What follows belongs to an exercise in optimizing a design on an open flow for a short achievable clock period and few clock cycles; a production flow would make more cautious choices.
Function was checked by simulation only, so behaviour that the tests miss may differ from the original.
No activity file was given, so power comes from the tool's default toggle rates.

[design/flow/config.mk]
export PLATFORM = sky130hd
export DESIGN_NAME = cpu
export DESIGN_NICKNAME = cpu
export VERILOG_FILES = /design/flow/design.v
export SDC_FILE = /design/flow/constraint.sdc
export NUM_CORES = 4
export LEC_CHECK = 0
export ABC_CLOCK_PERIOD_IN_PS = 1000
export CAP_MARGIN = 20
export CORE_MARGIN = 2
export CORE_UTILIZATION = 60
export SETUP_SLACK_MARGIN = 5
export SLEW_MARGIN = 20
[design/flow/constraint.sdc]
create_clock -name core_clock -period 10.0 [get_ports {clk}]
set_input_delay 2.0000 -clock core_clock [delete_from_list [all_inputs] [get_ports {clk}]]
set_output_delay 2.0000 -clock core_clock [all_outputs]
set_load 0.01 [all_outputs]
[design/flow/design.v]
package definesPkg;
   parameter BTB_BITS = 5;
endpackage
module add16
(
   input  [15:0] a,
   input  [15:0] b,
   input         cin,
   output [15:0] s
);
   wire [15:0] g0 = a & b;
   wire [15:0] p0 = a ^ b;
   logic [15:0] g [0:4];
   logic [15:0] p [0:4];
   always_comb begin
      g[0] = g0;
      p[0] = p0;
      g[0][0] = g0[0] | (p0[0] & cin);
      p[0][0] = 1'b0;
      for (int k = 0; k < 4; k++) begin
         g[k+1] = g[k];
         p[k+1] = p[k];
         for (int i = (1 << k); i < 16; i++) begin
            g[k+1][i] = g[k][i] | (p[k][i] & g[k][i-(1<<k)]);
            p[k+1][i] = p[k][i] & p[k][i-(1<<k)];
         end
      end
   end
   assign s = p0 ^ {g[4][14:0], cin};
endmodule
import definesPkg::*;
module cpu
(
   input clk,
   input reset,
   output [15:0] o_pc_addr,
   output o_pc_rd,
   input [15:0] i_pc_rddata,
   output [15:0] o_ldst_addr,
   output o_ldst_rd,
   output o_ldst_wr,
   input [15:0] i_ldst_rddata,
   output [15:0] o_ldst_wrdata,
   output [127:0] o_tb_regs
);
   localparam NB = 1 << BTB_BITS;
   localparam TW = 15 - BTB_BITS;    
   localparam PT = 4;                
   logic [15:0] pc;
   logic [NB-1:0] oh;             
   logic [15:0] pco;              
   logic [15:0] rf [0:7];
   logic        N, Z;
   logic        d_valid;
   logic [15:0] d_pc;
   logic        d_bok;            
   logic [TW-1:0] d_btag;         
   logic        d_fall;           
   logic        d_hold;           
   logic [15:0] r_ir, r_pc;
   logic        r_bok, r_fall;
   logic [TW-1:0] r_btag;
   logic        x_valid;
   logic [15:0] x_a, x_b;         
   logic [10:0] x_hi;             
   logic        x_ah, x_al;       
   logic        x_lk;             
   logic        x_bm;             
   logic [15:0] x_imm;            
   logic        x_sub, x_setf, x_wr, x_ld;
   logic [7:0]  x_ldoh;           
   logic [2:0]  x_rd;
   logic        x_br, x_breg, x_call, x_ret;
   logic [1:0]  x_cond;           
   logic [15:0] x_jreg, x_pc, x_pc2, x_pred;
   logic        x_eqf;            
   logic        x_ptok;           
   logic        x_z0;             
   logic [15:0] m_addr, m_wdata;
   logic        m_rd, m_wr;
   logic        w_ld;
   logic [2:0]  w_rd;
   logic [NB-1:0] bt_v, bt_ret, bt_call;
   logic [TW-1:0] bt_tag [0:NB-1];
   logic [15:0]   bt_tgt [0:NB-1];
   logic [15:0]   rar;
   logic          u_we, u_set, u_ret, u_call;
   logic [BTB_BITS-1:0] u_idx;
   logic [TW-1:0] u_tag;
   logic [15:0]   u_tgt;
   assign o_pc_addr = pco;
   assign o_pc_rd = 1'b1;
   assign o_ldst_addr = m_addr;
   assign o_ldst_wrdata = m_wdata;
   assign o_ldst_rd = m_rd;
   assign o_ldst_wr = m_wr;
   logic [127:0] tb_regs;
   assign o_tb_regs = tb_regs;
   wire [15:0] in1 = (x_a & {{8{x_ah}}, {8{x_al}}}) | (x_pc2 & {16{x_lk}});
   wire [15:0] in2 = (x_b & {16{x_bm}}) | x_imm;
   wire [15:0] sum;
   add16 alu (.a(in1), .b(in2), .cin(x_sub), .s(sum));
   logic taken;
   always_comb begin
      case (x_cond)
         2'd0: taken = x_br;
         2'd1: taken = x_br & Z;
         2'd2: taken = x_br & N;
         default: taken = 1'b0;
      endcase
   end
   wire [15:0] x_tgt;
   add16 tgt_add (.a(x_pc2), .b({{4{x_hi[10]}}, x_hi, 1'b0}), .cin(1'b0), .s(x_tgt));
   wire [15:0] actual = taken ? (x_breg ? x_jreg : x_tgt) : x_pc2;
   wire        eq_r = (x_jreg == x_pred);
   wire        mp = x_valid &
                    (taken ? ~(x_breg ? eq_r : (x_ptok | (x_z0 & x_eqf))) : ~x_eqf);
   wire [15:0] zt = in1 ^ in2;
   wire [15:0] zo = in1 | in2;
   wire        fast_z = &(zt ~^ {zo[14:0], x_sub});
   logic [15:0]   s_tgt;
   logic [TW-1:0] s_tag;
   logic          s_v, s_ret, s_call;
   always_comb begin
      s_tgt = '0; s_tag = '0; s_v = 1'b0; s_ret = 1'b0; s_call = 1'b0;
      for (int i = 0; i < NB; i++) begin
         s_tgt = s_tgt | (bt_tgt[i] & {16{oh[i]}});
         s_tag = s_tag | (bt_tag[i] & {TW{oh[i]}});
         s_v = s_v | (bt_v[i] & oh[i]);
         s_ret = s_ret | (bt_ret[i] & oh[i]);
         s_call = s_call | (bt_call[i] & oh[i]);
      end
   end
   wire        hit = s_v & (s_tag[PT-1:0] == pc[BTB_BITS+PT:BTB_BITS+1]);
   wire [15:0] pc2;
   add16 pc_inc (.a(pc), .b(16'd2), .cin(1'b0), .s(pc2));
   wire [15:0] pred_next = hit ? (s_ret ? rar : s_tgt) : pc2;
   function automatic [NB-1:0] onehot(input [BTB_BITS-1:0] i);
      onehot = '0;
      onehot[i] = 1'b1;
   endfunction
   wire [NB-1:0] oh_pred = hit ? (s_ret ? onehot(rar[BTB_BITS:1]) : onehot(s_tgt[BTB_BITS:1]))
                               : {oh[NB-2:0], oh[NB-1]};
   wire [15:0] instr = d_hold ? r_ir : i_pc_rddata;
   wire [15:0] D_pc = d_hold ? r_pc : d_pc;
   wire        D_bok = d_hold ? r_bok : d_bok;
   wire [TW-1:0] D_btag = d_hold ? r_btag : d_btag;
   wire        D_fall = d_hold ? r_fall : d_fall;
   wire        D_valid = d_hold | d_valid;
   wire [15:0] D_after = (d_hold & d_valid) ? d_pc : pc;     
   wire [4:0]  op = instr[4:0];
   wire [2:0]  rx = instr[7:5];
   wire [2:0]  ry = instr[10:8];
   wire [15:0] d_pc2;
   add16 dpc_inc (.a(D_pc), .b(16'd2), .cin(1'b0), .s(d_pc2));
   logic use_x, use_y;
   always_comb begin
      case (op)
         5'b00001, 5'b00010, 5'b00011, 5'b00101,
         5'b10001, 5'b10010, 5'b10011, 5'b10110,
         5'b01000, 5'b01001, 5'b01010, 5'b01100: use_x = 1'b1;
         default: use_x = 1'b0;
      endcase
      case (op)
         5'b00000, 5'b00001, 5'b00010, 5'b00011, 5'b00100, 5'b00101: use_y = 1'b1;
         default: use_y = 1'b0;
      endcase
   end
   logic [15:0] va, vb;
   always_comb begin
      if (x_valid & x_wr & (x_rd == rx)) va = sum;
      else if (w_ld & (w_rd == rx)) va = i_ldst_rddata;
      else va = rf[rx];
      if (x_valid & x_wr & (x_rd == ry)) vb = sum;
      else if (w_ld & (w_rd == ry)) vb = i_ldst_rddata;
      else vb = rf[ry];
   end
   wire stall = D_valid & ((use_x & x_ldoh[rx]) | (use_y & x_ldoh[ry]));
   logic use_xb, use_yb;
   always_comb begin
      case (r_ir[4:0])
         5'b00001, 5'b00010, 5'b00011, 5'b00101,
         5'b10001, 5'b10010, 5'b10011, 5'b10110,
         5'b01000, 5'b01001, 5'b01010, 5'b01100: use_xb = 1'b1;
         default: use_xb = 1'b0;
      endcase
      case (r_ir[4:0])
         5'b00000, 5'b00001, 5'b00010, 5'b00011, 5'b00100, 5'b00101: use_yb = 1'b1;
         default: use_yb = 1'b0;
      endcase
   end
   wire refetch = d_hold & ((use_xb & x_ldoh[r_ir[7:5]]) | (use_yb & x_ldoh[r_ir[10:8]]));
   wire d_ptok = D_bok & (D_btag == D_pc[15:BTB_BITS+1]);
   wire d_z0 = (instr[15:5] == 11'd0);
   wire go = D_valid & ~stall & ~mp;
   wire [15:0] s8 = {{8{instr[15]}}, instr[15:8]};
   logic n_ah, n_al, n_lk, n_bm;
   logic [15:0] n_imm;
   logic n_sub, n_setf, n_wr, n_ld, n_st, n_br, n_breg, n_call, n_ret;
   logic [1:0] n_cond;
   logic [2:0] n_rd;
   always_comb begin
      n_ah = 1'b0; n_al = 1'b0; n_lk = 1'b0; n_bm = 1'b0; n_imm = 16'd0;
      n_sub = 1'b0; n_setf = 1'b0; n_wr = 1'b0; n_ld = 1'b0; n_st = 1'b0;
      n_br = 1'b0; n_breg = 1'b0; n_call = 1'b0; n_ret = 1'b0; n_cond = 2'd3;
      n_rd = rx;
      case (op)
         5'b00000: begin n_bm = 1'b1; n_wr = 1'b1; end                                  
         5'b00001: begin n_ah = 1'b1; n_al = 1'b1; n_bm = 1'b1; n_wr = 1'b1; n_setf = 1'b1; end  
         5'b00010: begin n_ah = 1'b1; n_al = 1'b1; n_bm = 1'b1; n_wr = 1'b1; n_setf = 1'b1; n_sub = 1'b1; end  
         5'b00011: begin n_ah = 1'b1; n_al = 1'b1; n_bm = 1'b1; n_setf = 1'b1; n_sub = 1'b1; end  
         5'b00100: begin n_ld = 1'b1; end                                              
         5'b00101: begin n_st = 1'b1; end                                              
         5'b10000: begin n_imm = s8; n_wr = 1'b1; end                                  
         5'b10001: begin n_ah = 1'b1; n_al = 1'b1; n_imm = s8; n_wr = 1'b1; n_setf = 1'b1; end  
         5'b10010: begin n_ah = 1'b1; n_al = 1'b1; n_imm = ~s8; n_wr = 1'b1; n_setf = 1'b1; n_sub = 1'b1; end  
         5'b10011: begin n_ah = 1'b1; n_al = 1'b1; n_imm = ~s8; n_setf = 1'b1; n_sub = 1'b1; end  
         5'b10110: begin n_al = 1'b1; n_imm = {instr[15:8], 8'd0}; n_wr = 1'b1; end    
         5'b01000: begin n_br = 1'b1; n_breg = 1'b1; n_cond = 2'd0; n_ret = (rx == 3'd7); end  
         5'b01001: begin n_br = 1'b1; n_breg = 1'b1; n_cond = 2'd1; n_ret = (rx == 3'd7); end  
         5'b01010: begin n_br = 1'b1; n_breg = 1'b1; n_cond = 2'd2; n_ret = (rx == 3'd7); end  
         5'b01100: begin n_br = 1'b1; n_breg = 1'b1; n_cond = 2'd0; n_call = 1'b1;             
                         n_lk = 1'b1; n_wr = 1'b1; n_rd = 3'd7; end
         5'b11000: begin n_br = 1'b1; n_cond = 2'd0; end                               
         5'b11001: begin n_br = 1'b1; n_cond = 2'd1; end                               
         5'b11010: begin n_br = 1'b1; n_cond = 2'd2; end                               
         5'b11100: begin n_br = 1'b1; n_cond = 2'd0; n_call = 1'b1;                     
                         n_lk = 1'b1; n_wr = 1'b1; n_rd = 3'd7; end
         default: ;
      endcase
   end
   always_ff @(posedge clk or posedge reset) begin
      if (reset) begin
         d_valid <= 1'b0;
         d_hold <= 1'b0;
         x_valid <= 1'b0;
         m_wr <= 1'b0;
         w_ld <= 1'b0;
         N <= 1'b0;
         Z <= 1'b0;
         bt_v <= '0;
         u_we <= 1'b0;
         rar <= 16'd0;
      end else begin
         if (mp & x_call) rar <= x_pc2;
         else if (!mp & hit & s_call) rar <= pc2;
         d_valid <= ~(mp | refetch);
         if (mp) d_hold <= 1'b0;
         else if (d_hold) d_hold <= refetch | d_valid;
         else d_hold <= stall;
         x_valid <= go;
         m_wr <= go & n_st;
         w_ld <= x_valid & x_ld;
         if (x_valid & x_setf) begin
            N <= sum[15];
            Z <= fast_z;
         end
         u_we <= mp;
         if (u_we) bt_v[u_idx] <= u_set;
      end
   end
   wire [15:0] pc_next = mp ? actual : (refetch ? d_pc : pred_next);
   always_ff @(posedge clk) begin
      if (reset) begin
         pc <= 16'd0;
         m_rd <= 1'b0;
      end else begin
         pc <= pc_next;
         m_rd <= go & n_ld;
      end
   end
   always_ff @(posedge clk or posedge reset)
      if (reset) pco <= 16'd0;
      else pco <= pc_next;
   always_ff @(posedge clk) begin
      if (reset) oh <= onehot('0);
      else if (mp) oh <= onehot(actual[BTB_BITS:1]);
      else if (refetch) oh <= onehot(d_pc[BTB_BITS:1]);
      else oh <= oh_pred;
   end
   always_ff @(posedge clk) begin
      if (!refetch) begin
         r_ir <= i_pc_rddata;
         r_pc <= d_pc;
         r_bok <= d_bok;
         r_btag <= d_btag;
         r_fall <= d_fall;
      end
      d_pc <= pc;
      d_bok <= hit & ~s_ret;
      d_btag <= s_tag;
      d_fall <= ~hit;
      x_ptok <= d_ptok;
      x_z0 <= d_z0;
      x_a <= va;
      x_b <= vb ^ {16{n_sub}};
      x_hi <= instr[15:5];
      x_ah <= n_ah;
      x_al <= n_al;
      x_lk <= n_lk;
      x_bm <= n_bm;
      x_imm <= n_imm;
      x_sub <= n_sub;
      x_setf <= n_setf;
      x_wr <= n_wr;
      x_ld <= n_ld;
      x_ldoh <= (go & n_ld) ? (8'd1 << rx) : 8'd0;
      x_rd <= n_rd;
      x_br <= n_br;
      x_breg <= n_breg;
      x_call <= n_call;
      x_ret <= n_ret;
      x_cond <= n_cond;
      x_jreg <= va;
      x_pc <= D_pc;
      x_pc2 <= d_pc2;
      x_pred <= D_after;
      m_addr <= vb;
      m_wdata <= va;
      w_rd <= x_rd;
      x_eqf <= (d_pc2 == D_after);
      u_set <= taken;
      u_idx <= x_pc[BTB_BITS:1];
      u_tag <= x_pc[15:BTB_BITS+1];
      u_tgt <= actual;
      u_ret <= x_ret;
      u_call <= x_call;
      if (u_we & u_set) begin
         bt_tag[u_idx] <= u_tag;
         bt_tgt[u_idx] <= u_tgt;
         bt_ret[u_idx] <= u_ret;
         bt_call[u_idx] <= u_call;
      end
   end
   always_ff @(posedge clk)
      tb_regs <= {rf[7], rf[6], rf[5], rf[4], rf[3], rf[2], rf[1], rf[0]};
   always_ff @(posedge clk) begin
      if (reset) begin
         rf[0] <= 16'hCAFE; rf[1] <= 16'hBADD; rf[2] <= 16'hCAFE; rf[3] <= 16'hBADD;
         rf[4] <= 16'hCAFE; rf[5] <= 16'hBADD; rf[6] <= 16'hCAFE; rf[7] <= 16'hBADD;
      end else begin
         if (w_ld) rf[w_rd] <= i_ldst_rddata;
         if (x_valid & x_wr) rf[x_rd] <= sum;
      end
   end
endmodule
[design/flow/flow/run.sh]
#!/bin/bash
# Standard ORFS layout, with repair_timing aiming for a larger setup margin.
set -euo pipefail
bash standard.sh SETUP_SLACK_MARGIN=7.0 finish > standard_flow.log 2>&1
[design/flow/standard.sh]
#!/bin/bash
# synth_recipe.tcl (not shown) runs the flow's synth.tcl, then flattens the netlist and writes it again
# the make line also repeats each setting of config.mk as NAME=value (left out here)
make -C /OpenROAD-flow-scripts/flow DESIGN_CONFIG=/design/flow/config.mk WORK_HOME=/design/flow/orfs CLKGATE_MAP_FILE= SYNTH_SCRIPT=/design/flow/synth_recipe.tcl "${@:-finish}"
==> results of run 1 <==
-- cell usage after synthesis, drive strengths merged (7+ instances only) --
cell type	n
a22oi	328
xnor2	89
nand3b	8
nor4	34
dfxtp	390
nand2	479
and2	16
a22o	104
a221oi	75
edfxtp	1067
a21oi	154
o211a	9
nand3	205
ha	62
nand2b	11
or4	26
o21ai	186
o211ai	24
a221o	7
a32oi	7
a211oi	26
nand4	113
a31oi	52
o21a	18
inv	86
mux2i	85
mux2	68
a21o	26
dfrtp	72
or3	17
o21bai	21
clkbuf	187
nor2	176
buf	111
and3	55
nor2b	15
a311oi	36
nor3	140
xor2	65
and4	8
-- worst max-delay path: stages (launching register included) --
cell and delay [ps]:
sky130_fd_sc_hd__dfxtp_1 620, sky130_fd_sc_hd__a22o_1 250, sky130_fd_sc_hd__ha_2 360, sky130_fd_sc_hd__a21oi_1 320, sky130_fd_sc_hd__o22ai_1 210, sky130_fd_sc_hd__a2111oi_4 390, sky130_fd_sc_hd__buf_4 180, sky130_fd_sc_hd__o21ai_4 60
sky130_fd_sc_hd__a31oi_4 210, sky130_fd_sc_hd__xnor2_2 140, sky130_fd_sc_hd__buf_6 190, sky130_fd_sc_hd__buf_8 160, sky130_fd_sc_hd__o21bai_4 90, sky130_fd_sc_hd__xnor2_1 210
-- power groups by stage --
| stage | Combinational (mW) | Clock, mW | Sequential (mW) |
|---|---|---|---|
| 2_1_floorplan | 2.09 | 0 | 8.01 |
| 3_3_place_gp | 3.28 | 0 | 8.42 |
| 3_5_place_dp | 3.29 | 0 | 8.44 |
| 4_1_cts | 4.61 | 5.71 | 8.29 |
| 5_1_grt | 5.68 | 5.96 | 8.41 |
| 6_report | 5.60 | 5.75 | 8.41 |
-- layer usage --
layer  GRT usage  up-vias  routed length, µm
met4       0.437        6              31500
met1       0.567    24280              80400
met2       0.728     5031             114000
met5     0.00139        -                 33
met3       0.164     1698              39800
li1            -    19638                  -
-- placed cells by master, fill, tap and decap left out, drive strengths merged, types with 16 or more instances in the layout --
cell type and count:
dfrtp 72, xnor2 89, a22o 104, mux2 68
clkinv 44, a22oi 328, buf 747, xor2 65
ha 62, nand4 113, a221oi 75, dfxtp 390
edfxtp 1067, a31oi 53, or4 27, and2 16
or3 17, bufbuf 24, nand2 479, o21ai 186
nor3 140, and3 55, clkdlybuf4s50 21, a21oi 154
nor2 179, o211ai 24, o21bai 21, nand3 207
o21a 18, a311oi 36, mux2i 85, clkbuf 230
a211oi 26, inv 101, nor4 34, a21o 26
-- layout make-up --
| cell class | instances | share of cell area |
|---|---|---|
| Multi-Input combinational cell | 2829 | 0.278 |
| Antenna cell | 13 | 0.000400 |
| Clock inverter | 66 | 0.00811 |
| Clock buffer | 218 | 0.0533 |
| Sequential cell | 1529 | 0.516 |
| Inverter | 86 | 0.00547 |
| Timing Repair inverter | 7 | 0.000753 |
| Tap cell | 1368 | 0.0210 |
| Timing Repair Buffer | 809 | 0.117 |
-- sequential cells by signal (all words and copies together) (netlist names), 32 cells and up --
| signal | flops |
|---|---|
| bt_call | 32 |
| rf | 128 |
| bt_tag | 320 |
| bt_tgt | 512 |
| bt_v | 32 |
| o_tb_regs | 128 |
| oh | 32 |
| bt_ret | 32 |
-- what timing repair did --
item	CTS	global route
pin swaps	219	185
endpoints found under the setup margin	1463	582
cloned	60	12
buffers inserted	314	106
gates resized for setup	1634	363
-- kinds of logic after synthesis --
family | share of synthesized area
buf+inv | 0.0252
flops | 0.677
mux | 0.0289
xor+xnor | 0.0223
compound gates | 0.129
other cells | 0.0000609
simple gates | 0.105
fa+ha+maj | 0.0136
-- worst paths after layout --
kind	slack, ps	depth (start not counted)	to
hold / removal	330	0	u_tag[2]$_DFF_P_
hold reg to reg	330	0	u_tag[2]$_DFF_P_
setup reg to reg	6510	13	x_b[15]$_DFF_P_
setup / recovery	6510	13	x_b[15]$_DFF_P_
min in group asynchronous	1740	3	bt_v[26]$_DFFE_PP0P_
max in group asynchronous	7820	3	u_we$_DFF_PP0_
-- stage by stage --
stage / power [mW] / util
floorplan: 10.1 / -
global placement: 11.7 / 0.652
detailed placement: 11.7 / 0.652
CTS: 18.6 / 0.772
global route: 20.1 / 0.800
finish: 19.8 / 0.800
==> run summary, run 1 <==
# TYPE chip_impl_metric gauge
chip_impl_info{name="run_status",value="complete, no violations"} 1
chip_impl_metric{name="synth.net_count",unit=""} 4834
chip_impl_metric{name="core_area",unit="µm²"} 102000
chip_impl_metric{name="power.share.switching",unit=""} 0.342
chip_impl_info{name="timing.critical_path.to_type",value="register"} 1
chip_impl_info{name="critical_hold_path_startpoint",value="x_pc[8]$_DFF_P_"} 1
chip_impl_metric{name="holdBufCountCts",unit=""} 0
chip_impl_metric{name="area_of_combinational_cells_with_multiple_inputs",unit="µm²"} 22600
chip_impl_info{name="cts_root_buffer",value="sky130_fd_sc_hd__clkbuf_16"} 1
chip_impl_metric{name="final_area",unit="µm²"} 81400
chip_impl_metric{name="clock_latency",unit="ps"} 800
chip_impl_metric{name="viasPerCell",unit=""} 7.31
chip_impl_info{name="tritoncts",value="built"} 1
chip_impl_metric{name="power.sequential.fraction",unit=""} 0.426
chip_impl_metric{name="synth_cell_type_count",unit=""} 99
chip_impl_metric{name="drt_first_pass_iters",unit=""} 11
chip_impl_metric{name="leakage",unit="nW"} 29.5
chip_impl_info{name="yosys.area.top_type",value="sky130_fd_sc_hd__edfxtp_1"} 1
chip_impl_metric{name="min_cycle_time_layout",unit="ps"} 3490
chip_impl_metric{name="grt.total_usage",unit=""} 0.490
chip_impl_info{name="worst_hold_path_type",value="register to register"} 1
chip_impl_metric{name="die_height",unit="µm"} 324
chip_impl_metric{name="numPortBuffers",unit=""} 211
chip_impl_metric{name="fin_crit_sh",unit=""} 0.349
chip_impl_metric{name="detailedPlacementHpwl",unit="µm"} 139000
chip_impl_metric{name="netlist_instances",unit=""} 4735
chip_impl_info{name="critical_path_class",value="register to register"} 1
chip_impl_metric{name="finClkSkew",unit="ps"} 32.9
chip_impl_metric{name="grt_max_degree",unit=""} 76
chip_impl_metric{name="fmax",unit="GHz"} 0.287
chip_impl_metric{name="post_synth_instance_area",unit="µm²"} 61500
chip_impl_metric{name="slew_violations",unit=""} 0
chip_impl_metric{name="hold_slack",unit="ps"} 326
chip_impl_metric{name="postRouteAntennaNets",unit=""} 0
chip_impl_metric{name="layout_setup_ws",unit="ps"} 6510
chip_impl_metric{name="route.detailed.drc",unit=""} 0
chip_impl_metric{name="synth_edf_count",unit=""} 1067
chip_impl_metric{name="crit_path_arrival_time",unit="ps"} 4190
chip_impl_metric{name="power-per-cell-area",unit="nW/µm²"} 243
chip_impl_metric{name="timing.final.setup_violations",unit=""} 0
chip_impl_metric{name="drive_above_1_share",unit=""} 0.341
chip_impl_metric{name="totalNegativeSetupSlack",unit="ps"} 0
chip_impl_metric{name="numCtsBuffers",unit=""} 152
chip_impl_metric{name="grt_pass1_vias",unit=""} 46920
chip_impl_metric{name="grt_remaining_overflow",unit=""} 0
chip_impl_metric{name="synth.yosys.seq_area_share",unit=""} 0.677
chip_impl_metric{name="max-cap-violations",unit=""} 0
chip_impl_metric{name="final_cells",unit=""} 6925
chip_impl_metric{name="grt_antenna_before_repair",unit=""} 20
chip_impl_metric{name="post-place-cells",unit=""} 6136
chip_impl_metric{name="fp-row-count",unit=""} 117
chip_impl_info{name="crit_startpoint",value="x_pc2[8]$_DFF_P_"} 1
chip_impl_metric{name="die-width",unit="µm"} 324
chip_impl_metric{name="synth_seq_cells",unit=""} 1529
chip_impl_metric{name="total_wirelength_of_the_detailed_routed_design",unit="µm"} 265000
chip_impl_metric{name="finalWeightedCongestion",unit=""} 0.958
chip_impl_metric{name="worst_pin_slew",unit="ps"} 1110
chip_impl_metric{name="routed_wire_length_per_instance",unit="µm"} 38.3
chip_impl_metric{name="cp_max_fo",unit=""} 6
chip_impl_metric{name="place_worst_setup_slack",unit="ps"} 4710
chip_impl_metric{name="io_pins",unit=""} 213
chip_impl_metric{name="power.share.clock",unit=""} 0.291
chip_impl_metric{name="asyncSetResetFlopFracSynth",unit=""} 0.0471
chip_impl_info{name="critical_path.reg2reg.startpoint",value="x_pc2[8]$_DFF_P_"} 1
chip_impl_metric{name="nFillCells",unit=""} 5552
chip_impl_metric{name="ctsHtreeMaxLevel",unit=""} 4
chip_impl_metric{name="fin_nets",unit=""} 5513
chip_impl_metric{name="p_int",unit="mW"} 13.0
chip_impl_metric{name="syn-mean-instance-area",unit="µm²"} 13.0
chip_impl_metric{name="vias",unit=""} 50653
chip_impl_info{name="synth.top_cells.by_area",value="sky130_fd_sc_hd__edfxtp_1 52%, sky130_fd_sc_hd__dfxtp_1 13%, sky130_fd_sc_hd__a22oi_1 4.0%"} 1
chip_impl_metric{name="power.combinational.fraction",unit=""} 0.283
chip_impl_metric{name="die_area",unit="µm²"} 105000
chip_impl_metric{name="hold_viol_final",unit=""} 0
chip_impl_metric{name="netlist.area_leader.share",unit=""} 0.521
chip_impl_metric{name="sequential_cell_area",unit="µm²"} 42000
chip_impl_metric{name="dpl-instance-area",unit="µm²"} 66400
chip_impl_metric{name="relSlewSlack",unit=""} 0.258
chip_impl_metric{name="initial_utilization",unit=""} 0.605
chip_impl_metric{name="switching_power",unit="mW"} 6.75
chip_impl_metric{name="areaGrowthSynthToFinish",unit="%"} 32.3
chip_impl_metric{name="clk_pin_slew_worst_paths",unit="ps"} 60
chip_impl_metric{name="vdd.ir_drop.worst",unit="V"} 0.000219
chip_impl_metric{name="crit_required",unit="ps"} 10710
chip_impl_metric{name="drtIter0Drc",unit=""} 8999
chip_impl_metric{name="cts.path.max_buffers",unit=""} 3
chip_impl_metric{name="clock_sinks",unit=""} 1529
chip_impl_info{name="critPathLaunchType",value="register"} 1
chip_impl_metric{name="global_route_wire_length_before_repair",unit="µm"} 356000
chip_impl_info{name="unrepaired_setup_endpoints_after_global_routing",value="yes"} 1
chip_impl_metric{name="yosys_warnings",unit=""} 4
chip_impl_info{name="dominantRegCellSynth",value="sky130_fd_sc_hd__edfxtp_1"} 1
Testbench counts, summed over its fixed seeds: cycles 85,053.
==> run 2, diff against run 1 <==
--- a/design/flow/config.mk
+++ b/design/flow/config.mk
@@ -9,5 +9,7 @@
 export CAP_MARGIN = 20
 export CORE_MARGIN = 2
-export CORE_UTILIZATION = 60
+export CORE_UTILIZATION = 40
+export CTS_CLUSTER_DIAMETER = 100
+export CTS_CLUSTER_SIZE = 24
 export SETUP_SLACK_MARGIN = 5
 export SLEW_MARGIN = 20
==> run summary, run 2 <==
# TYPE chip_impl_metric gauge
chip_impl_info{name="run_status",value="complete, no violations"} 1
chip_impl_metric{name="finalWeightedCongestion",unit=""} 0.963
chip_impl_metric{name="die_height",unit="µm"} 396
chip_impl_info{name="critical_path.top_delay_family",value="flip-flops"} 1
chip_impl_metric{name="viasPerCell",unit=""} 6.52
chip_impl_metric{name="vdd.ir_drop.worst",unit="V"} 0.000219
chip_impl_metric{name="relSlewSlack",unit=""} 0.177
chip_impl_info{name="critPathLaunchType",value="register"} 1
chip_impl_metric{name="finClkSkew",unit="ps"} 93.6
chip_impl_metric{name="critical_path_cell_count",unit=""} 1
chip_impl_metric{name="drtIter0Drc",unit=""} 8894
chip_impl_metric{name="die-width",unit="µm"} 396
chip_impl_metric{name="yosys_warnings",unit=""} 4
chip_impl_metric{name="synth_cell_type_count",unit=""} 99
chip_impl_info{name="registers_with_the_most_flip_flops",value="bt_tgt: 512 flops, bt_tag: 320 flops"} 1
chip_impl_info{name="crit_path_cell_trace",value="buf_6"} 1
chip_impl_metric{name="postRouteAntennaNets",unit=""} 0
chip_impl_info{name="cts_root_buffer",value="sky130_fd_sc_hd__clkbuf_16"} 1
chip_impl_metric{name="core_area",unit="µm²"} 152000
chip_impl_info{name="worstSetupEndpoint",value="o_ldst_wr"} 1
chip_impl_metric{name="timing.final.setup_violations",unit=""} 0
chip_impl_metric{name="post_synth_instance_area",unit="µm²"} 61500
chip_impl_metric{name="final_util",unit=""} 0.521
chip_impl_metric{name="min_cycle_time_layout",unit="ps"} 3360
chip_impl_metric{name="synth_edf_count",unit=""} 1067
chip_impl_metric{name="netlist.area_leader.share",unit=""} 0.521
chip_impl_metric{name="crit_required",unit="ps"} 8000
chip_impl_metric{name="total_wirelength_of_the_detailed_routed_design",unit="µm"} 261000
chip_impl_metric{name="hold_viol_final",unit=""} 0
chip_impl_metric{name="power-per-cell-area",unit="nW/µm²"} 220
chip_impl_metric{name="slew_violations",unit=""} 0
chip_impl_info{name="synth.top_cells.by_area",value="sky130_fd_sc_hd__edfxtp_1 52%, sky130_fd_sc_hd__dfxtp_1 13%, sky130_fd_sc_hd__a22oi_1 4.0%"} 1
chip_impl_metric{name="initial_utilization",unit=""} 0.404
chip_impl_metric{name="drt_first_pass_iters",unit=""} 10
chip_impl_info{name="crit_startpoint",value="m_wr$_DFF_PP0_"} 1
chip_impl_info{name="unrepaired_setup_endpoints_after_global_routing",value="yes"} 1
chip_impl_metric{name="grt.total_usage",unit=""} 0.320
chip_impl_metric{name="grt_remaining_overflow",unit=""} 0
chip_impl_info{name="timing.critical_path.to_type",value="primary output"} 1
chip_impl_info{name="critical_path_class",value="register to primary output"} 1
chip_impl_metric{name="global_route_wire_length_before_repair",unit="µm"} 354000
chip_impl_metric{name="asyncSetResetFlopFracSynth",unit=""} 0.0471
chip_impl_metric{name="numCtsBuffers",unit=""} 75
chip_impl_metric{name="vias",unit=""} 48495
chip_impl_metric{name="worst_r2r_path_depth",unit=""} 15
chip_impl_metric{name="clock_sinks",unit=""} 1529
chip_impl_metric{name="fp-row-count",unit=""} 143
chip_impl_metric{name="grt_max_degree",unit=""} 76
chip_impl_info{name="worst_hold_path_type",value="register to register"} 1
chip_impl_metric{name="crit_path_arrival_time",unit="ps"} 1360
chip_impl_metric{name="syn-mean-instance-area",unit="µm²"} 13.0
chip_impl_metric{name="io_pins",unit=""} 213
chip_impl_metric{name="max_stage_delay",unit="ps"} 470
chip_impl_metric{name="synth.yosys.seq_area_share",unit=""} 0.677
chip_impl_info{name="dominantRegCellSynth",value="sky130_fd_sc_hd__edfxtp_1"} 1
chip_impl_info{name="tritoncts",value="built"} 1
chip_impl_metric{name="synth.net_count",unit=""} 4834
chip_impl_metric{name="route.detailed.drc",unit=""} 0
chip_impl_metric{name="cts.path.max_buffers",unit=""} 3
chip_impl_info{name="yosys.cell_count.top_type",value="sky130_fd_sc_hd__edfxtp_1"} 1
chip_impl_info{name="synth.cells.most_frequent",value="1067 x sky130_fd_sc_hd__edfxtp_1, 478 x sky130_fd_sc_hd__nand2_1, 390 x sky130_fd_sc_hd__dfxtp_1, 328 x sky130_fd_sc_hd__a22oi_1, 204 x sky130_fd_sc_hd__nand3_1"} 1
chip_impl_metric{name="reg2reg_slack",unit="ps"} 6660
chip_impl_metric{name="detailedPlacementHpwl",unit="µm"} 146000
chip_impl_metric{name="numPortBuffers",unit=""} 211
chip_impl_metric{name="synth_seq_cells",unit=""} 1529
chip_impl_info{name="layout.cells.most_common_list",value="1067 x sky130_fd_sc_hd__edfxtp_1, 422 x sky130_fd_sc_hd__nand2_1, 337 x sky130_fd_sc_hd__buf_4"} 1
chip_impl_info{name="cp_slowest_cell",value="sky130_fd_sc_hd__dfrtp_1"} 1
chip_impl_metric{name="largest_reg_flops",unit=""} 512
chip_impl_metric{name="cp_max_fo",unit=""} 1
chip_impl_metric{name="grt_antenna_before_repair",unit=""} 19
chip_impl_metric{name="fmax",unit="GHz"} 0.297
chip_impl_metric{name="max-cap-violations",unit=""} 0
chip_impl_info{name="yosys.area.top_type",value="sky130_fd_sc_hd__edfxtp_1"} 1
chip_impl_metric{name="fin_nets",unit=""} 5438
chip_impl_metric{name="netlist_instances",unit=""} 4735
chip_impl_metric{name="fin_crit_sh",unit=""} 0.336
chip_impl_metric{name="hold_slack",unit="ps"} 296
chip_impl_metric{name="holdBufCountCts",unit=""} 0
chip_impl_metric{name="leakage",unit="nW"} 28.0
chip_impl_metric{name="clk_pin_slew_worst_paths",unit="ps"} 100
chip_impl_info{name="largest_register",value="bt_tgt"} 1
chip_impl_metric{name="areaGrowthSynthToFinish",unit="%"} 28.9
chip_impl_info{name="critical_path.reg2reg.startpoint",value="oh[13]$_SDFF_PP0_"} 1
chip_impl_metric{name="grt_pass1_vias",unit=""} 44444
chip_impl_metric{name="path_buf_inv",unit=""} 1
chip_impl_metric{name="clock_latency",unit="ps"} 790
chip_impl_metric{name="die_area",unit="µm²"} 157000
chip_impl_metric{name="drive_above_1_share",unit=""} 0.323
chip_impl_info{name="critical_path.reg2reg.endpoint",value="oh[2]$_SDFF_PP0_"} 1
chip_impl_metric{name="totalNegativeSetupSlack",unit="ps"} 0
chip_impl_metric{name="worst_pin_slew",unit="ps"} 1230
chip_impl_metric{name="routed_wire_length_per_instance",unit="µm"} 35.1
chip_impl_metric{name="ctsHtreeMaxLevel",unit=""} 3
chip_impl_info{name="layout.cells.most_common",value="sky130_fd_sc_hd__edfxtp_1"} 1
-- run 2: timing repair --
action / in CTS / in global routing
endpoints found under the setup margin: 1496 / 1043
setup buffers: 352 / 70
pin swaps: 209 / 147
gates cloned: 49 / 9
resized for setup: 1702 / 302
-- run 2: cell type report --
type | count | area, µm²
diodes | 5 | 12.5
multi-input cells | 2826 | 22600
clock inverters | 13 | 248
repair inverters | 5 | 43.8
flip-flops and latches | 1529 | 42000
inverters | 86 | 457
fillers | 12533 | 72900
repair buffers | 816 | 9360
clock buffers | 126 | 2080
well taps | 2030 | 2540
-- run 2: how the worst min path moves through the flow --
| stage | from | to | slack (ps) | cells past startpoint |
|---|---|---|---|---|
| floorplan | x_pc[1]$_DFF_P_ | u_idx[0]$_DFF_P_ | 310 | 0 |
| global placement | x_pc[13]$_DFF_P_ | u_tag[7]$_DFF_P_ | 310 | 0 |
| detailed placement | x_ret$_SDFF_PN0_ | u_ret$_DFF_P_ | 310 | 0 |
| CTS | x_pc[9]$_DFF_P_ | u_tag[3]$_DFF_P_ | 300 | 0 |
| global route | x_pc[9]$_DFF_P_ | u_tag[3]$_DFF_P_ | 310 | 0 |
| finish | x_pc[9]$_DFF_P_ | u_tag[3]$_DFF_P_ | 300 | 0 |
-- run 2: power breakdown --
part           internal (mW)  switching (mW)
clock                   1.48            2.15
combinational           2.17            3.32
sequential              7.52           0.796
-- run 2: stage by stage --
step	setup slack (ps)	total power [mW]	instance area (µm²)	std cells
final	6640	17.4	79300	7436
after global routing	6620	17.8	79300	7431
after CTS	6640	16.7	77200	7352
after detailed placement	4610	11.8	67300	6812
after global placement	4690	11.8	67300	6812
after floorplan	6390	10.1	63100	4735
-- run 2: layer usage --
| layer | share of wire | track usage |
|---|---|---|
| met1 | 0.37 | 0.427 |
| met2 | 0.43 | 0.481 |
| met3 | 0.14 | 0.102 |
| met4 | 0.057 | 0.135 |
| met5 | 0.00054 | 0 |
-- run 2: worst reg2reg max path: stages, from the launching register on --
cell and delay, ps:
sky130_fd_sc_hd__dfxtp_4 370, sky130_fd_sc_hd__buf_12 150, sky130_fd_sc_hd__buf_12 150, sky130_fd_sc_hd__a22o_1 180, sky130_fd_sc_hd__a221oi_2 190, sky130_fd_sc_hd__nand3_1 130, sky130_fd_sc_hd__or4_4 660, sky130_fd_sc_hd__xnor2_4 210
sky130_fd_sc_hd__buf_6 150, sky130_fd_sc_hd__buf_6 100, sky130_fd_sc_hd__buf_6 120, sky130_fd_sc_hd__a31oi_4 260, sky130_fd_sc_hd__buf_4 190, sky130_fd_sc_hd__buf_6 120, sky130_fd_sc_hd__a21oi_1 70, sky130_fd_sc_hd__a31oi_1 200
-- run 2: kinds of logic after synthesis --
group	count (synthesis)	share of synthesized area
xor gates and xnor gates	154	0.0223
adders and majority gates	65	0.0136
and+or+nand+nor	1325	0.105
AOI/OAI and AO/OA	1119	0.129
other	1	0.0000609
DFF	1529	0.677
muxes	158	0.0289
buffers and inverters	384	0.0252
==> run 3, diff against run 2 <==
--- a/design/flow/config.mk
+++ b/design/flow/config.mk
@@ -10,6 +10,6 @@
 export CORE_MARGIN = 2
 export CORE_UTILIZATION = 40
-export CTS_CLUSTER_DIAMETER = 100
-export CTS_CLUSTER_SIZE = 24
+export CTS_CLUSTER_DIAMETER = 60
+export CTS_CLUSTER_SIZE = 30
 export SETUP_SLACK_MARGIN = 5
 export SLEW_MARGIN = 20
==> run summary, run 3 <==
# TYPE chip_impl_metric gauge
chip_impl_info{name="hold_end",value="u_tag[7]$_DFF_P_"} 1
chip_impl_metric{name="fp-row-count",unit=""} 143
chip_impl_metric{name="reg2reg_slack",unit="ps"} 6630
chip_impl_metric{name="crit_path_arrival_time",unit="ps"} 4230
chip_impl_metric{name="initial_utilization",unit=""} 0.404
chip_impl_metric{name="die_area",unit="µm²"} 157000
chip_impl_info{name="layout.cells.most_common",value="sky130_fd_sc_hd__edfxtp_1"} 1
chip_impl_info{name="critical_hold_path_startpoint",value="x_pc[13]$_DFF_P_"} 1
chip_impl_metric{name="syn-mean-instance-area",unit="µm²"} 13.0
chip_impl_metric{name="worst_r2r_path_depth",unit=""} 14
chip_impl_metric{name="total_wirelength_of_the_detailed_routed_design",unit="µm"} 264000
chip_impl_metric{name="synth_mux_area_frac",unit=""} 0.0289
chip_impl_metric{name="nFillCells",unit=""} 12270
chip_impl_metric{name="post_synth_instance_area",unit="µm²"} 61500
chip_impl_info{name="critPathLaunchType",value="input pin"} 1
chip_impl_metric{name="sequential_cell_area",unit="µm²"} 42000
chip_impl_metric{name="worst_pin_slew",unit="ps"} 1260
chip_impl_metric{name="synth_xor_area_frac",unit=""} 0.0223
chip_impl_metric{name="timing.final.setup_violations",unit=""} 0
chip_impl_metric{name="grt_remaining_overflow",unit=""} 0
chip_impl_info{name="synth.top_cells.by_area",value="sky130_fd_sc_hd__edfxtp_1 52%, sky130_fd_sc_hd__dfxtp_1 13%, sky130_fd_sc_hd__a22oi_1 4.0%"} 1
chip_impl_metric{name="crit_required",unit="ps"} 10650
chip_impl_metric{name="netlist.area_leader.share",unit=""} 0.521
chip_impl_metric{name="synth_edf_count",unit=""} 1067
chip_impl_info{name="critical_path_class",value="input pin to register"} 1
chip_impl_metric{name="fin_crit_sh",unit=""} 0.358
chip_impl_metric{name="totalNegativeSetupSlack",unit="ps"} 0
chip_impl_metric{name="min_delay_path_depth",unit=""} 0
chip_impl_metric{name="netlist_instances",unit=""} 4735
chip_impl_metric{name="min_cycle_time_layout",unit="ps"} 3580
chip_impl_info{name="crit_startpoint",value="i_pc_rddata[9]"} 1
chip_impl_metric{name="vdd.ir_drop.worst",unit="V"} 0.000200
chip_impl_metric{name="synth_seq_cells",unit=""} 1529
chip_impl_info{name="cts_root_buffer",value="sky130_fd_sc_hd__clkbuf_16"} 1
chip_impl_metric{name="synth.yosys.seq_area_share",unit=""} 0.677
chip_impl_metric{name="synthSimpleGateAreaFrac",unit=""} 0.105
chip_impl_info{name="yosys.cell_count.top_type",value="sky130_fd_sc_hd__edfxtp_1"} 1
chip_impl_metric{name="clk_pin_slew_worst_paths",unit="ps"} 90
chip_impl_metric{name="numPortBuffers",unit=""} 211
chip_impl_info{name="layout.cells.most_common_list",value="1067 x sky130_fd_sc_hd__edfxtp_1, 417 x sky130_fd_sc_hd__nand2_1, 352 x sky130_fd_sc_hd__buf_4"} 1
chip_impl_info{name="largest_register",value="bt_tgt"} 1
chip_impl_metric{name="asyncSetResetFlopFracSynth",unit=""} 0.0471
chip_impl_metric{name="cts.path.max_buffers",unit=""} 3
chip_impl_metric{name="yosys_warnings",unit=""} 4
chip_impl_info{name="run_status",value="complete, no violations"} 1
chip_impl_metric{name="clock_latency",unit="ps"} 800
chip_impl_metric{name="die-width",unit="µm"} 396
chip_impl_metric{name="max-cap-violations",unit=""} 0
chip_impl_metric{name="leakage",unit="nW"} 29.1
chip_impl_metric{name="largest_reg_flops",unit=""} 512
chip_impl_metric{name="finalWeightedCongestion",unit=""} 0.963
chip_impl_info{name="cp_slowest_cell",value="sky130_fd_sc_hd__a31oi_1"} 1
chip_impl_info{name="timing.critical_path.to_type",value="register"} 1
chip_impl_metric{name="io_pins",unit=""} 213
chip_impl_info{name="yosys.area.top_type",value="sky130_fd_sc_hd__edfxtp_1"} 1
chip_impl_metric{name="numCtsBuffers",unit=""} 107
chip_impl_metric{name="synth_compound_area_frac",unit=""} 0.129
chip_impl_info{name="critical_path.reg2reg.endpoint",value="pc[0]$_SDFF_PP0_"} 1
chip_impl_metric{name="post-place-cells",unit=""} 6812
chip_impl_metric{name="drtIter0Drc",unit=""} 8705
chip_impl_metric{name="final_cells",unit=""} 7529
chip_impl_info{name="crit_path_cell_trace",value="buf_6 > mux2i_4 > buf_12 > buf_12 > clkinv_16 > buf_6 > nand2_1 > and3_1 > a311oi_1 > a31oi_1 > a211oi_2 > a21o_1 > xnor2_2"} 1
chip_impl_metric{name="hold_slack",unit="ps"} 339
chip_impl_metric{name="routed_wire_length_per_instance",unit="µm"} 35.1
chip_impl_info{name="critical_path.reg2reg.startpoint",value="oh[13]$_SDFF_PP0_"} 1
chip_impl_metric{name="max_stage_delay",unit="ps"} 590
chip_impl_metric{name="fin_total_pwr",unit="mW"} 18.7
chip_impl_metric{name="grt_pass1_vias",unit=""} 44774
chip_impl_metric{name="area_share_of_fa_ha_maj_cells_after_synthesis",unit=""} 0.0136
chip_impl_metric{name="areaGrowthSynthToFinish",unit="%"} 32.3
chip_impl_info{name="registers_with_the_most_flip_flops",value="bt_tgt: 512 flops, bt_tag: 320 flops"} 1
chip_impl_metric{name="drive_above_1_share",unit=""} 0.343
chip_impl_metric{name="synth.net_count",unit=""} 4834
chip_impl_metric{name="area_of_combinational_cells_with_multiple_inputs",unit="µm²"} 22600
chip_impl_info{name="unrepaired_setup_endpoints_after_global_routing",value="yes"} 1
chip_impl_metric{name="route.detailed.drc",unit=""} 0
chip_impl_metric{name="grt_antenna_before_repair",unit=""} 20
chip_impl_metric{name="grt.total_usage",unit=""} 0.319
chip_impl_metric{name="synth_cell_type_count",unit=""} 99
chip_impl_metric{name="core_area",unit="µm²"} 152000
chip_impl_metric{name="drt_first_pass_iters",unit=""} 12
chip_impl_metric{name="power-per-cell-area",unit="nW/µm²"} 230
chip_impl_metric{name="fmax",unit="GHz"} 0.279
chip_impl_metric{name="die_height",unit="µm"} 396
chip_impl_metric{name="relSlewSlack",unit=""} 0.156
chip_impl_metric{name="final_util",unit=""} 0.535
chip_impl_metric{name="grt_max_degree",unit=""} 76
chip_impl_metric{name="vias",unit=""} 48980
chip_impl_metric{name="detailedPlacementHpwl",unit="µm"} 146000
chip_impl_metric{name="path_buf_inv",unit=""} 5
chip_impl_metric{name="slew_violations",unit=""} 0
chip_impl_metric{name="clock_sinks",unit=""} 1529
chip_impl_info{name="main_combinational_cell_family_by_area_after_synthesis",value="compound AO/OA/AOI/OAI gates"} 1
chip_impl_metric{name="finClkSkew",unit="ps"} 92.9
chip_impl_metric{name="ctsHtreeMaxLevel",unit=""} 3
chip_impl_metric{name="global_route_wire_length_before_repair",unit="µm"} 353000
chip_impl_metric{name="viasPerCell",unit=""} 6.51
chip_impl_metric{name="hold_viol_final",unit=""} 0
chip_impl_info{name="worst_hold_path_type",value="register to register"} 1
chip_impl_info{name="tritoncts",value="built"} 1
chip_impl_info{name="dominantRegCellSynth",value="sky130_fd_sc_hd__edfxtp_1"} 1
chip_impl_metric{name="fin_nets",unit=""} 5487
chip_impl_metric{name="postRouteAntennaNets",unit=""} 0
chip_impl_metric{name="cp_max_fo",unit=""} 7
chip_impl_info{name="critical_path.top_delay_family",value="compound AO/OA/AOI/OAI gates"} 1
chip_impl_info{name="synth.cells.most_frequent",value="1067 x sky130_fd_sc_hd__edfxtp_1, 478 x sky130_fd_sc_hd__nand2_1, 390 x sky130_fd_sc_hd__dfxtp_1, 328 x sky130_fd_sc_hd__a22oi_1, 204 x sky130_fd_sc_hd__nand3_1"} 1
## run 3: cell families after synthesis
logic type / Yosys count
flops: 1529
simple gates: 1325
compound gates: 1119
buf+inv: 384
mux: 158
xor+xnor: 154
fa+ha+maj: 65
other cells: 1
## run 3: worst max-delay path by stage
stage                          end  slack (ps)  cells after the start
finish              x_b[0]$_DFF_P_        6420                     13
global route        x_b[0]$_DFF_P_        6440                     13
CTS                      o_ldst_wr        6630                      1
detailed placement  x_b[4]$_DFF_P_        4610                     12
global placement    x_b[1]$_DFF_P_        4690                     12
floorplan           x_b[9]$_DFF_P_        6390                      7
## run 3: power breakdown
| part | leakage (nW) | switching, mW | internal (mW) | total, mW |
|---|---|---|---|---|
| clock | 1.96 | 2.65 | 2.41 | 5.06 |
| combinational | 13.2 | 3.26 | 2.10 | 5.36 |
| sequential | 13.9 | 0.798 | 7.52 | 8.32 |
## run 3: through the flow
stage          cell area, µm²  worst slack, ps
6_report                81400             6420
5_1_grt                 81400             6440
4_1_cts                 78800             6630
3_5_place_dp            67300             4610
3_3_place_gp            67300             4690
2_1_floorplan           63100             6390
## run 3: repair_timing
item	CTS	global route
resized for setup	1699	323
hold buffers	0	0
buffers inserted	346	84
cloned	49	17
setup endpoints to repair	1496	1112
endpoints found under the hold margin	0	0
pin swaps	205	151
## run 3: cell type report
| cell class | instances | area share |
|---|---|---|
| well taps | 2030 | 0.0312 |
| clock inverters | 88 | 0.0164 |
| inverters | 86 | 0.00584 |
| repair inverters | 6 | 0.000676 |
| flip-flops and latches | 1529 | 0.516 |
| multi-input cells | 2829 | 0.278 |
| clock buffers | 116 | 0.0337 |
| repair buffers | 829 | 0.118 |
| diodes | 16 | 0.000492 |
## run 3: worst reg2reg max path: stages (launching register included)
cell and delay [ps]:
sky130_fd_sc_hd__dfxtp_4 370, sky130_fd_sc_hd__buf_12 150, sky130_fd_sc_hd__buf_12 140, sky130_fd_sc_hd__a22o_1 200
sky130_fd_sc_hd__a221oi_2 210, sky130_fd_sc_hd__nand3_1 140, sky130_fd_sc_hd__or4_4 690, sky130_fd_sc_hd__xor2_4 220
sky130_fd_sc_hd__nor3_4 270, sky130_fd_sc_hd__buf_12 160, sky130_fd_sc_hd__buf_12 100, sky130_fd_sc_hd__buf_16 130
sky130_fd_sc_hd__buf_6 100, sky130_fd_sc_hd__o211ai_1 90, sky130_fd_sc_hd__a311oi_1 270
## run 3: layer usage
layer | global-route usage | share of wire | vias up
li1 | - | - | 19565
met1 | 0.429 | 0.36 | 24346
met2 | 0.478 | 0.43 | 4145
met3 | 0.0914 | 0.15 | 898
met4 | 0.143 | 0.059 | 26
met5 | 0.000308 | 0.00071 | -
==> run 4, diff against run 3 <==
==> design/flow/config.mk (replaced) <==
export PLATFORM = sky130hd
export DESIGN_NAME = cpu
export DESIGN_NICKNAME = cpu
export VERILOG_FILES = /design/flow/design.v
export SDC_FILE = /design/flow/constraint.sdc
export NUM_CORES = 4
export LEC_CHECK = 0
export ABC_CLOCK_PERIOD_IN_PS = 500
export CAP_MARGIN = 20
export CORE_MARGIN = 2
export CORE_UTILIZATION = 40
export SETUP_SLACK_MARGIN = 5
export SLEW_MARGIN = 20
==> run summary, run 4 <==
# TYPE chip_impl_metric gauge
chip_impl_info{name="run_status",value="complete, no violations"} 1
chip_impl_metric{name="numPortBuffers",unit=""} 211
chip_impl_metric{name="power.combinational.fraction",unit=""} 0.279
chip_impl_metric{name="io_pins",unit=""} 213
chip_impl_info{name="critical_hold_path_startpoint",value="x_pc[2]$_DFF_P_"} 1
chip_impl_metric{name="drt_first_pass_iters",unit=""} 13
chip_impl_metric{name="place_worst_setup_slack",unit="ps"} 4610
chip_impl_metric{name="routed_wire_length_per_instance",unit="µm"} 34.8
chip_impl_metric{name="yosys_warnings",unit=""} 4
chip_impl_metric{name="syn-mean-instance-area",unit="µm²"} 13.0
chip_impl_metric{name="postRouteAntennaNets",unit=""} 0
chip_impl_metric{name="slew_violations",unit=""} 0
chip_impl_metric{name="ctsHtreeMaxLevel",unit=""} 4
chip_impl_metric{name="global_route_wire_length_before_repair",unit="µm"} 359000
chip_impl_metric{name="grt_antenna_before_repair",unit=""} 18
chip_impl_metric{name="power.share.clock",unit=""} 0.297
chip_impl_metric{name="max_stage_delay",unit="ps"} 460
chip_impl_metric{name="vdd.ir_drop.worst",unit="V"} 0.000201
chip_impl_metric{name="synth_edf_count",unit=""} 1067
chip_impl_metric{name="max-cap-violations",unit=""} 0
chip_impl_metric{name="layout_setup_ws",unit="ps"} 6580
chip_impl_metric{name="grt.total_usage",unit=""} 0.326
chip_impl_metric{name="drtIter0Drc",unit=""} 8842
chip_impl_metric{name="timing.final.setup_violations",unit=""} 0
chip_impl_info{name="worst_hold_path_type",value="register to register"} 1
chip_impl_metric{name="synth_seq_cells",unit=""} 1529
chip_impl_metric{name="netlist_instances",unit=""} 4735
chip_impl_metric{name="detailedPlacementHpwl",unit="µm"} 146000
chip_impl_info{name="critical_path.reg2reg.endpoint",value="rf[2][12]$_DFFE_PP_"} 1
chip_impl_metric{name="fin_crit_sh",unit=""} 0.342
chip_impl_metric{name="hold_viol_final",unit=""} 0
chip_impl_metric{name="grt_max_degree",unit=""} 76
chip_impl_metric{name="post_synth_instance_area",unit="µm²"} 61500
chip_impl_info{name="hold_end",value="u_idx[1]$_DFF_P_"} 1
chip_impl_metric{name="fp-row-count",unit=""} 143
chip_impl_metric{name="leakage",unit="nW"} 29.6
chip_impl_info{name="cp_slowest_cell",value="sky130_fd_sc_hd__dfrtp_1"} 1
chip_impl_info{name="tritoncts",value="built"} 1
chip_impl_metric{name="power.sequential.fraction",unit=""} 0.424
chip_impl_metric{name="holdBufCountCts",unit=""} 0
chip_impl_info{name="critical_path_class",value="register to primary output"} 1
chip_impl_metric{name="crit_required",unit="ps"} 8000
chip_impl_metric{name="numCtsBuffers",unit=""} 157
chip_impl_metric{name="largest_reg_flops",unit=""} 512
chip_impl_metric{name="total_wirelength_of_the_detailed_routed_design",unit="µm"} 265000
chip_impl_info{name="crit_path_cell_trace",value="buf_6"} 1
chip_impl_metric{name="grt_remaining_overflow",unit=""} 0
chip_impl_metric{name="synth.yosys.seq_area_share",unit=""} 0.677
chip_impl_metric{name="reg2reg_slack",unit="ps"} 6710
chip_impl_metric{name="cp_max_fo",unit=""} 1
chip_impl_info{name="critical_path.top_delay_family",value="flip-flops"} 1
chip_impl_metric{name="clock_latency",unit="ps"} 840
chip_impl_metric{name="asyncSetResetFlopFracSynth",unit=""} 0.0471
chip_impl_metric{name="finClkSkew",unit="ps"} 75.2
chip_impl_info{name="layout.cells.most_common_list",value="1067 x sky130_fd_sc_hd__edfxtp_1, 419 x sky130_fd_sc_hd__nand2_1, 369 x sky130_fd_sc_hd__buf_4"} 1
chip_impl_metric{name="min_cycle_time_layout",unit="ps"} 3420
chip_impl_metric{name="die_area",unit="µm²"} 157000
chip_impl_metric{name="nFillCells",unit=""} 12249
chip_impl_info{name="cts_root_buffer",value="sky130_fd_sc_hd__clkbuf_16"} 1
chip_impl_metric{name="initial_utilization",unit=""} 0.404
chip_impl_metric{name="viasPerCell",unit=""} 6.46
chip_impl_info{name="timing.critical_path.to_type",value="primary output"} 1
chip_impl_metric{name="min_delay_path_depth",unit=""} 0
chip_impl_metric{name="relSlewSlack",unit=""} 0.258
chip_impl_info{name="layout.cells.most_common",value="sky130_fd_sc_hd__edfxtp_1"} 1
chip_impl_metric{name="switching_power",unit="mW"} 6.73
chip_impl_metric{name="clock_sinks",unit=""} 1529
chip_impl_metric{name="netlist.area_leader.share",unit=""} 0.521
chip_impl_metric{name="cts.path.max_buffers",unit=""} 3
chip_impl_metric{name="p_int",unit="mW"} 12.9
chip_impl_metric{name="worst_pin_slew",unit="ps"} 1110
chip_impl_metric{name="vias",unit=""} 49158
chip_impl_info{name="dominantRegCellSynth",value="sky130_fd_sc_hd__edfxtp_1"} 1
chip_impl_metric{name="core_area",unit="µm²"} 152000
chip_impl_metric{name="totalNegativeSetupSlack",unit="ps"} 0
chip_impl_info{name="unrepaired_setup_endpoints_after_global_routing",value="yes"} 1
chip_impl_metric{name="worst_r2r_path_depth",unit=""} 14
chip_impl_metric{name="fmax",unit="GHz"} 0.292
chip_impl_info{name="largest_register",value="bt_tgt"} 1
chip_impl_info{name="critical_path.reg2reg.startpoint",value="m_wdata[0]$_DFF_P_"} 1
chip_impl_info{name="synth.top_cells.by_area",value="sky130_fd_sc_hd__edfxtp_1 52%, sky130_fd_sc_hd__dfxtp_1 13%, sky130_fd_sc_hd__a22oi_1 4.0%"} 1
chip_impl_metric{name="crit_path_arrival_time",unit="ps"} 1420
chip_impl_metric{name="clk_pin_slew_worst_paths",unit="ps"} 60
chip_impl_metric{name="die_height",unit="µm"} 396
chip_impl_metric{name="drive_above_1_share",unit=""} 0.342
chip_impl_metric{name="synth_cell_type_count",unit=""} 99
chip_impl_metric{name="power-per-cell-area",unit="nW/µm²"} 239
chip_impl_info{name="synth.cells.most_frequent",value="1067 x sky130_fd_sc_hd__edfxtp_1, 478 x sky130_fd_sc_hd__nand2_1, 390 x sky130_fd_sc_hd__dfxtp_1, 328 x sky130_fd_sc_hd__a22oi_1, 204 x sky130_fd_sc_hd__nand3_1"} 1
chip_impl_info{name="registers_with_the_most_flip_flops",value="bt_tgt: 512 flops, bt_tag: 320 flops"} 1
chip_impl_metric{name="areaGrowthSynthToFinish",unit="%"} 33.6
chip_impl_info{name="yosys.area.top_type",value="sky130_fd_sc_hd__edfxtp_1"} 1
chip_impl_metric{name="die-width",unit="µm"} 396
chip_impl_metric{name="path_buf_inv",unit=""} 1
chip_impl_info{name="yosys.cell_count.top_type",value="sky130_fd_sc_hd__edfxtp_1"} 1
chip_impl_metric{name="finalWeightedCongestion",unit=""} 0.963
chip_impl_metric{name="fin_nets",unit=""} 5537
chip_impl_metric{name="route.detailed.drc",unit=""} 0
chip_impl_metric{name="power.share.switching",unit=""} 0.343
chip_impl_info{name="critPathLaunchType",value="register"} 1
chip_impl_metric{name="synth.net_count",unit=""} 4834
chip_impl_metric{name="grt_pass1_vias",unit=""} 45357
run 4: cell counts after synthesis:
Identical to the previous run, type by type.
run 4: what timing repair did:
action / CTS / global route
setup endpoints to repair: 1494 / 1061
gates cloned: 50 / 7
pin swaps: 201 / 129
gates resized for setup: 1675 / 318
setup buffers: 352 / 87
run 4: cells by family (layout without fill, tap and decap cells):
| group | count (synthesis) | in the layout | synth area share |
|---|---|---|---|
| flip-flops | 1529 | 1529 | 0.677 |
| AND/OR/NAND/NOR | 1325 | 1328 | 0.105 |
| XOR/XNOR | 154 | 154 | 0.0223 |
| buffers and inverters | 384 | 1217 | 0.0252 |
| multiplexers | 158 | 158 | 0.0289 |
| AO/OA/AOI/OAI | 1119 | 1119 | 0.129 |
| adder cells (fa/ha/maj) | 65 | 65 | 0.0136 |
| other | 1 | 8 | 0.0000609 |
run 4: layout make-up:
cell class | count | area, µm² | area share
sequential | 1529 | 42000 | 0.511
multi-input combinational | 2825 | 22600 | 0.275
timing repair buffer | 835 | 9500 | 0.116
clock buffer | 223 | 4420 | 0.0538
tap | 2030 | 2540 | 0.0309
clock inverter | 69 | 704 | 0.00857
inverter | 86 | 447 | 0.00543
timing repair inverter | 4 | 37.5 | 0.000457
antenna | 7 | 17.5 | 0.000213
run 4: worst max-delay path by stage:
stage                          from              to  slack, ps  depth (start not counted)
floorplan           i_pc_rddata[10]  x_b[9]$_DFF_P_       6390                          7
global placement     i_pc_rddata[9]  x_b[1]$_DFF_P_       4690                         12
detailed placement   i_pc_rddata[9]  x_b[4]$_DFF_P_       4610                         12
CTS                  m_wr$_DFF_PP0_       o_ldst_wr       6580                          1
global route         m_wr$_DFF_PP0_       o_ldst_wr       6590                          1
finish               m_wr$_DFF_PP0_       o_ldst_wr       6580                          1
run 4: power groups by stage:
stage	Combinational (mW)	Clock, mW	Sequential, mW
floorplan	2.09	0	8.01
global placement	3.41	0	8.40
detailed placement	3.40	0	8.42
CTS	4.78	5.84	8.28
global route	5.62	6.09	8.36
finish	5.48	5.84	8.32
run 4: through the flow:
step / hold WS [ps] / area, µm² / cells / total power [mW] / util
floorplan: 310 / 63100 / 4735 / 10.1 / -
global placement: 314 / 67300 / 6812 / 11.8 / 0.442
detailed placement: 314 / 67300 / 6812 / 11.8 / 0.442
CTS: 322 / 79900 / 7506 / 18.9 / 0.525
global route: 335 / 82200 / 7601 / 20.1 / 0.540
finish: 324 / 82200 / 7608 / 19.6 / 0.540
run 4: layer usage:
layer  global-route usage  vias up  share of wire
li1                     -    19673              -
met1                0.436    24468           0.36
met2                0.484     4104           0.43
met3                0.102      895           0.15
met4                0.147       18          0.060
met5              0.00246        -        0.00091

afterwards: timing with drivers on the ports:
In the flow no input, the clock included, has a driving cell. The finished layouts below were timed again as built, in two steps.
Step 1, drivers: a clkbuf_16 drives clk and a buf_2 each remaining input, both assumed.
Step 2 also shifts input and output timing later by t, the mid clock arrival at the registers, as if the neighbouring blocks saw the same clock.
a / b / c = ideal ports / drivers / drivers and shift; a / b = the first two.
| run | shift t [ns] | setup WS [ns] | worst setup path at the end | worst data-port slew with drivers (ns) |
|---|---|---|---|---|
| run 1 | 0.861 | 6.513 / 6.463 / 5.858 | input to register | 0.10 |
| run 2 | 0.817 | 6.638 / 6.562 / 5.958 | input to register | 0.14 |
| run 3 | 0.845 | 6.417 / 6.444 / 5.599 | input to register | 0.18 |
| run 4 | 0.891 | 6.576 / 6.492 / 5.930 | input to register | 0.14 |
After both steps every run listed still meets setup and hold. The setup slack of run 3, which loses most, moves by +0.027 ns with the drivers and by -0.818 ns with both steps.
